What follows belongs to an exercise in optimizing a design on an open flow for small area, a short achievable clock period and few clock cycles per item; a production flow would make more cautious choices.
Where RTL was checked, it was by simulation tests only, not by an equivalence proof against the original.

Setup of job 103:
==> flow/design.v <==
module mu_calc
#(
	parameter W = 163,
	parameter D = 20
)(
	input wire [W-1:0] g,
	output wire [D:0] mu
);
localparam N = D + 1;            
localparam integer STEPS = (N > 1 ? 1 : 0) + (N > 2 ? 1 : 0) + (N > 4 ? 1 : 0) + (N > 8 ? 1 : 0) + (N > 16 ? 1 : 0) + (N > 32 ? 1 : 0) + (N > 64 ? 1 : 0) + (N > 128 ? 1 : 0);
wire [N-1:0] fx;                 
assign fx[0] = 1'b1;
genvar i, k, st;
generate
	for (i = 1; i < N; i = i + 1) begin : fc
		assign fx[i] = g[W-i];
	end
	for (st = 0; st <= STEPS; st = st + 1) begin : nw
		wire [N-1:0] s;
		if (st == 0) begin : init
			assign s = {{(N-1){1'b0}}, 1'b1};
		end else begin : step
			for (k = 0; k < N; k = k + 1) begin : sk
				if (k < (1 << st)) begin : ex
					wire [k/2:0] terms;
					for (i = 0; i <= k / 2; i = i + 1) begin : ti
						if (i == 0)
							assign terms[i] = fx[k];
						else
							assign terms[i] = nw[st-1].s[i] & fx[k-2*i];
					end
					assign s[k] = ^terms;
				end else begin : nx
					assign s[k] = 1'b0;
				end
			end
		end
	end
	for (k = 0; k <= D; k = k + 1) begin : mb
		assign mu[D-k] = nw[STEPS].s[k];
	end
endgenerate
endmodule
module barrett_step
#(
	parameter W = 163,
	parameter D = 20
)(
	input wire [W-1:0] t,
	input wire [W-1:0] a,
	input wire [W-1:0] g,
	input wire [D-1:0] bd,
	input wire [D-1:0] pre_h,
	input wire [D:0] mu,
	output wire [W-1:0] v
);
wire [D-1:0] uh = t[W-1 -: D] ^ pre_h;
wire [D-1:0] q;
genvar i, k, j;
generate
	for (i = 0; i < D; i = i + 1) begin : qbit
		wire [D-1-i:0] terms;
		for (k = i; k < D; k = k + 1) begin : tk
			assign terms[k-i] = uh[k] & mu[D+i-k];
		end
		assign q[i] = ^terms;
	end
	localparam NB = (W + D - 1) / D;
	wire [NB*D-1:0] a_pad = {{(NB*D-W){1'b0}}, a};
	wire [(NB+1)*D-1:0] ab_part [0:NB-1];
	for (k = 0; k < NB; k = k + 1) begin : blk
		wire [2*D-2:0] p;
		kmul #(.N(D)) km (.x(a_pad[k*D +: D]), .y(bd), .p(p));
		if (k == 0) begin : first
			assign ab_part[k] = {{(NB*D-2*D+D+1){1'b0}}, p};
		end else begin : next
			assign ab_part[k] = ab_part[k-1] ^ ({{((NB+1)*D-2*D+1){1'b0}}, p} << (k*D));
		end
	end
	wire [(NB+1)*D-1:0] ab = ab_part[NB-1];
	localparam HD = D / 2;                  
	localparam HW = (W + 1) / 2;            
	wire [HD-1:0] q0, q1, qs;
	wire [HW-1:0] g0, g1, gs;
	for (k = 0; k < HD; k = k + 1) begin : qh
		assign q0[k] = q[2*k];
		assign q1[k] = q[2*k+1];
		assign qs[k] = q[2*k] ^ q[2*k+1];
	end
	for (k = 0; k < HW; k = k + 1) begin : gh
		assign g0[k] = g[2*k];
		if (2 * k + 1 < W) begin : odd
			assign g1[k] = g[2*k+1];
		end else begin : none
			assign g1[k] = 1'b0;
		end
		assign gs[k] = g0[k] ^ g1[k];
	end
	wire [HW-1:0] pa, pb, pm;
	for (j = 0; j < HW; j = j + 1) begin : ffa
		localparam N = (j + 1 < HD) ? j + 1 : HD;
		wire [N-1:0] ta, tb, tm;
		for (k = 0; k < N; k = k + 1) begin : tk
			assign ta[k] = q0[k] & g0[j-k];
			assign tb[k] = q1[k] & g1[j-k];
			assign tm[k] = qs[k] & gs[j-k];
		end
		assign pa[j] = ^ta;
		assign pb[j] = ^tb;
		assign pm[j] = ^tm;
	end
	for (j = 0; j < W; j = j + 1) begin : col
		wire early;
		if (j >= D)
			assign early = t[j-D] ^ ab[j];
		else
			assign early = ab[j];
		if (j % 2 == 0) begin : ev
			if (j == 0)
				assign v[j] = early ^ pa[0];
			else
				assign v[j] = (early ^ pb[j/2-1]) ^ pa[j/2];
		end else begin : od
			assign v[j] = (early ^ pa[j/2] ^ pb[j/2]) ^ pm[j/2];
		end
	end
endgenerate
endmodule
module digit_high
#(
	parameter W = 163,
	parameter D = 20
)(
	input wire [W-1:0] a,
	input wire [D-1:0] bd,
	output wire [D-1:0] h
);
genvar i, k;
generate
	for (i = 0; i < D; i = i + 1) begin : hb
		if (i == D - 1) begin : top
			assign h[i] = 1'b0;
		end else begin : mid
			wire [D-2-i:0] terms;
			for (k = i + 1; k < D; k = k + 1) begin : tk
				assign terms[k-i-1] = bd[k] & a[W+i-k];
			end
			assign h[i] = ^terms;
		end
	end
endgenerate
endmodule
module kmul
#(
	parameter N = 20
)(
	input wire [N-1:0] x,
	input wire [N-1:0] y,
	output wire [2*N-2:0] p
);
genvar i, k;
generate
	if (N <= 5 || N % 2) begin : school
		for (k = 0; k < 2 * N - 1; k = k + 1) begin : pk
			localparam LO = (k < N) ? 0 : k - N + 1;
			localparam HI = (k < N) ? k : N - 1;
			wire [HI-LO:0] terms;
			for (i = LO; i <= HI; i = i + 1) begin : ti
				assign terms[i-LO] = x[i] & y[k-i];
			end
			assign p[k] = ^terms;
		end
	end else begin : kara
		localparam H = N / 2;
		wire [2*H-2:0] pl, ph, pm;
		kmul #(.N(H)) ml (.x(x[H-1:0]), .y(y[H-1:0]), .p(pl));
		kmul #(.N(H)) mh (.x(x[N-1:H]), .y(y[N-1:H]), .p(ph));
		kmul #(.N(H)) mm (.x(x[H-1:0] ^ x[N-1:H]), .y(y[H-1:0] ^ y[N-1:H]), .p(pm));
		wire [2*H-2:0] mid = pm ^ pl ^ ph;
		assign p = {ph, 1'b0, pl} ^ ({{(2*N-1-(2*H-1)){1'b0}}, mid} << H);
	end
endgenerate
endmodule
module fpga_gf2m
#(
	parameter DIGITAL = 20,
	parameter DATA_WIDTH = 163
)(
	input clk,     
	input rst,   
	input wire start,
	input wire [DATA_WIDTH - 1 : 0] a,
	input wire [DATA_WIDTH - 1 : 0] g,
	input wire [191:0] b,
	output reg [DATA_WIDTH - 1 : 0] t_i_j,
	output reg done
);
localparam W = DATA_WIDTH;
localparam D = DIGITAL;
localparam K = (W - 1) / D + 1;              
localparam F = W - (K - 1) * D;              
localparam BW = K * D;                       
reg busy;
reg first;
reg [5:0] counter;
reg [W-1:0] reg_a;
reg [W-1:0] reg_g;
reg [BW-1:0] reg_b;
reg [D-1:0] pre_h;       
reg [D:0] mu;
wire accept = start & ~busy;
wire [D-1:0] cur_digit = reg_b[BW-1 -: D];
wire [D-1:0] nxt_digit = reg_b[BW-1-D -: D];
wire [D-1:0] first_digit = {{(D-F){1'b0}}, b[W-1 -: F]};
wire [W-1:0] next_t;
wire [D-1:0] nxt_pre_h;
wire [D-1:0] first_pre_h;
wire [D:0] mu_full;
wire [D:0] mu_first;
barrett_step #(.W(W), .D(D)) step (
	.t(t_i_j),
	.a(reg_a),
	.g(reg_g),
	.bd(cur_digit),
	.pre_h(pre_h),
	.mu(mu),
	.v(next_t)
);
digit_high #(.W(W), .D(D)) hi_next (
	.a(reg_a),
	.bd(nxt_digit),
	.h(nxt_pre_h)
);
digit_high #(.W(W), .D(D)) hi_first (
	.a(a),
	.bd(first_digit),
	.h(first_pre_h)
);
mu_calc #(.W(W), .D(D)) mu_now (
	.g(reg_g),
	.mu(mu_full)
);
mu_calc #(.W(W), .D(F)) mu_in (
	.g(g),
	.mu(mu_first[D:D-F])
);
assign mu_first[D-F-1:0] = {(D-F){1'b0}};
always @(posedge clk or negedge rst) begin : proc_ctrl
	if (~rst) begin
		busy <= 1'b0;
		first <= 1'b0;
		done <= 1'b0;
		counter <= 6'd0;
	end else if (accept) begin
		busy <= 1'b1;
		first <= 1'b1;
		done <= 1'b0;
		counter <= 6'd0;
	end else if (busy) begin
		first <= 1'b0;
		counter <= counter + 1'b1;
		if (counter == K - 1) begin
			busy <= 1'b0;
			done <= 1'b1;
		end
	end
end
always @(posedge clk) begin : proc_operands
	if (~busy) begin
		reg_a <= a;
		reg_g <= g;
		reg_b <= {{(BW-W){1'b0}}, b[W-1:0]};
		pre_h <= first_pre_h;
		mu <= mu_first;
	end else begin
		reg_b <= reg_b << D;
		pre_h <= nxt_pre_h;
		if (first)
			mu <= mu_full;
	end
end
always @(posedge clk) begin : proc_t_i_j
	if (accept)
		t_i_j <= {W{1'b0}};
	else if (busy)
		t_i_j <= next_t;
end
endmodule
export LEC_CHECK = 0
export CAP_MARGIN = 20
export CORE_MARGIN = 2
export CORE_UTILIZATION = 40
export SLEW_MARGIN = 20
export SETUP_SLACK_MARGIN = 10.3
export BUFFER_PORTS_ARGS = -buffer_cell sky130_fd_sc_hd__buf_2
create_clock -name core_clock -period 14.5 [get_ports {clk}]
standard.sh (not shown) runs the stock make flow with config.mk's settings and CLKGATE_MAP_FILE= SYNTH_SCRIPT=/design/flow/synth_recipe.tcl, a recipe that flattens the netlist after the stock synthesis.
==> flow/flow/run.sh <==
#!/bin/bash
# Standard ORFS layout (the standard.sh), with repair_timing asked to
# aim for extra setup slack and smaller port buffers.
cat >> config.mk <<'EOC'
export SETUP_SLACK_MARGIN = 10.3
export BUFFER_PORTS_ARGS = -buffer_cell sky130_fd_sc_hd__buf_2
EOC
bash standard.sh > standard.log 2>&1
Testbench counts of job 103, summed over its fixed seeds: cycles 7,680, items 768.
What job 102 does differently from job 103 at the input level:
diff --git a/flow/design.v b/flow/design.v
--- a/flow/design.v
+++ b/flow/design.v
@@ -55,16 +55,25 @@
 	output wire [W-1:0] v
 );
 wire [D-1:0] uh = t[W-1 -: D] ^ pre_h;
 wire [D-1:0] q;
+wire [D/2-1:0] qs;
 genvar i, k, j;
 generate
 	for (i = 0; i < D; i = i + 1) begin : qbit
 		wire [D-1-i:0] terms;
 		for (k = i; k < D; k = k + 1) begin : tk
 			assign terms[k-i] = uh[k] & mu[D+i-k];
 		end
 		assign q[i] = ^terms;
+	end
+	wire [D:0] mu2 = mu ^ {1'b0, mu[D:1]};
+	for (i = 0; i < D / 2; i = i + 1) begin : qsbit
+		wire [D-1-2*i:0] terms;
+		for (k = 2 * i; k < D; k = k + 1) begin : tk
+			assign terms[k-2*i] = uh[k] & mu2[D+2*i-k];
+		end
+		assign qs[i] = ^terms;
 	end
 	localparam NB = (W + D - 1) / D;
 	wire [NB*D-1:0] a_pad = {{(NB*D-W){1'b0}}, a};
 	wire [(NB+1)*D-1:0] ab_part [0:NB-1];
@@ -79,14 +88,13 @@
 	end
 	wire [(NB+1)*D-1:0] ab = ab_part[NB-1];
 	localparam HD = D / 2;                  
 	localparam HW = (W + 1) / 2;            
-	wire [HD-1:0] q0, q1, qs;
+	wire [HD-1:0] q0, q1;
 	wire [HW-1:0] g0, g1, gs;
 	for (k = 0; k < HD; k = k + 1) begin : qh
 		assign q0[k] = q[2*k];
 		assign q1[k] = q[2*k+1];
-		assign qs[k] = q[2*k] ^ q[2*k+1];
 	end
 	for (k = 0; k < HW; k = k + 1) begin : gh
 		assign g0[k] = g[2*k];
 		if (2 * k + 1 < W) begin : odd
Notes after the runs:
Comparing final critical delay including setup and external delays for job 102 and job 103, the bigger number came from job 102. Compared to job 103, job 102 was floorplanned on a bigger die. Job 102 and job 103 ended up with roughly the same cell count. Going from job 103 to job 102, count of buffers not belonging to the clock network in the layout shrinks by 27. Between job 102 and job 103, the difference in clock transition at the register clock pins on the worst setup and hold paths after CTS is negligible. Delta (job 102 minus job 103): post-CTS resize count went up about 11%. Job 102 supports a lower top clock frequency than job 103. Looking at global routing met3 resource utilization, job 102 sits 0.20 points lower than job 103 does. Diff job 102 and job 103: global-route wire length before repair higher in job 102. In the tables for job 102 and job 103, met2 track demand over resource in global routing reads lower with job 103.
Function not checked in job 102: the RTL went through the layout flow alone.

==> separate check: timing with driven ports <==
How much do the figures lean on ideal ports? The routed layouts below were timed once more, with nothing changed but the port constraints. Step 1 assumes that a clkbuf_16 drives the clock port and a buf_2 every other input. Step 2 times the ports against the registers' clock, not the clock port: input delays grow and output delays shrink by t, the midpoint of the rising clock arrivals with the driver on. Three values: ideal, step 1, step 2; two values: the first two.
| run | t (ns) | slack for setup (ns) | hold slack, ns | worst setup path after step 2 | slew at the worst register clock pin (ns) |
|---|---|---|---|---|---|
| job 103 | 0.869 | 10.255 / 10.165 / 9.714 | 0.452 / 0.452 / 0.452 | input to register | 0.07 / 0.07 |
| job 102 | 0.903 | 10.161 / 10.059 / 9.612 | 0.442 / 0.442 / 0.442 | input to register | 0.07 / 0.07 |
After both steps every run listed still meets setup and hold. For job 102, which loses most, drivers alone change the setup slack by -0.102 ns; drivers and shift together by -0.549 ns.
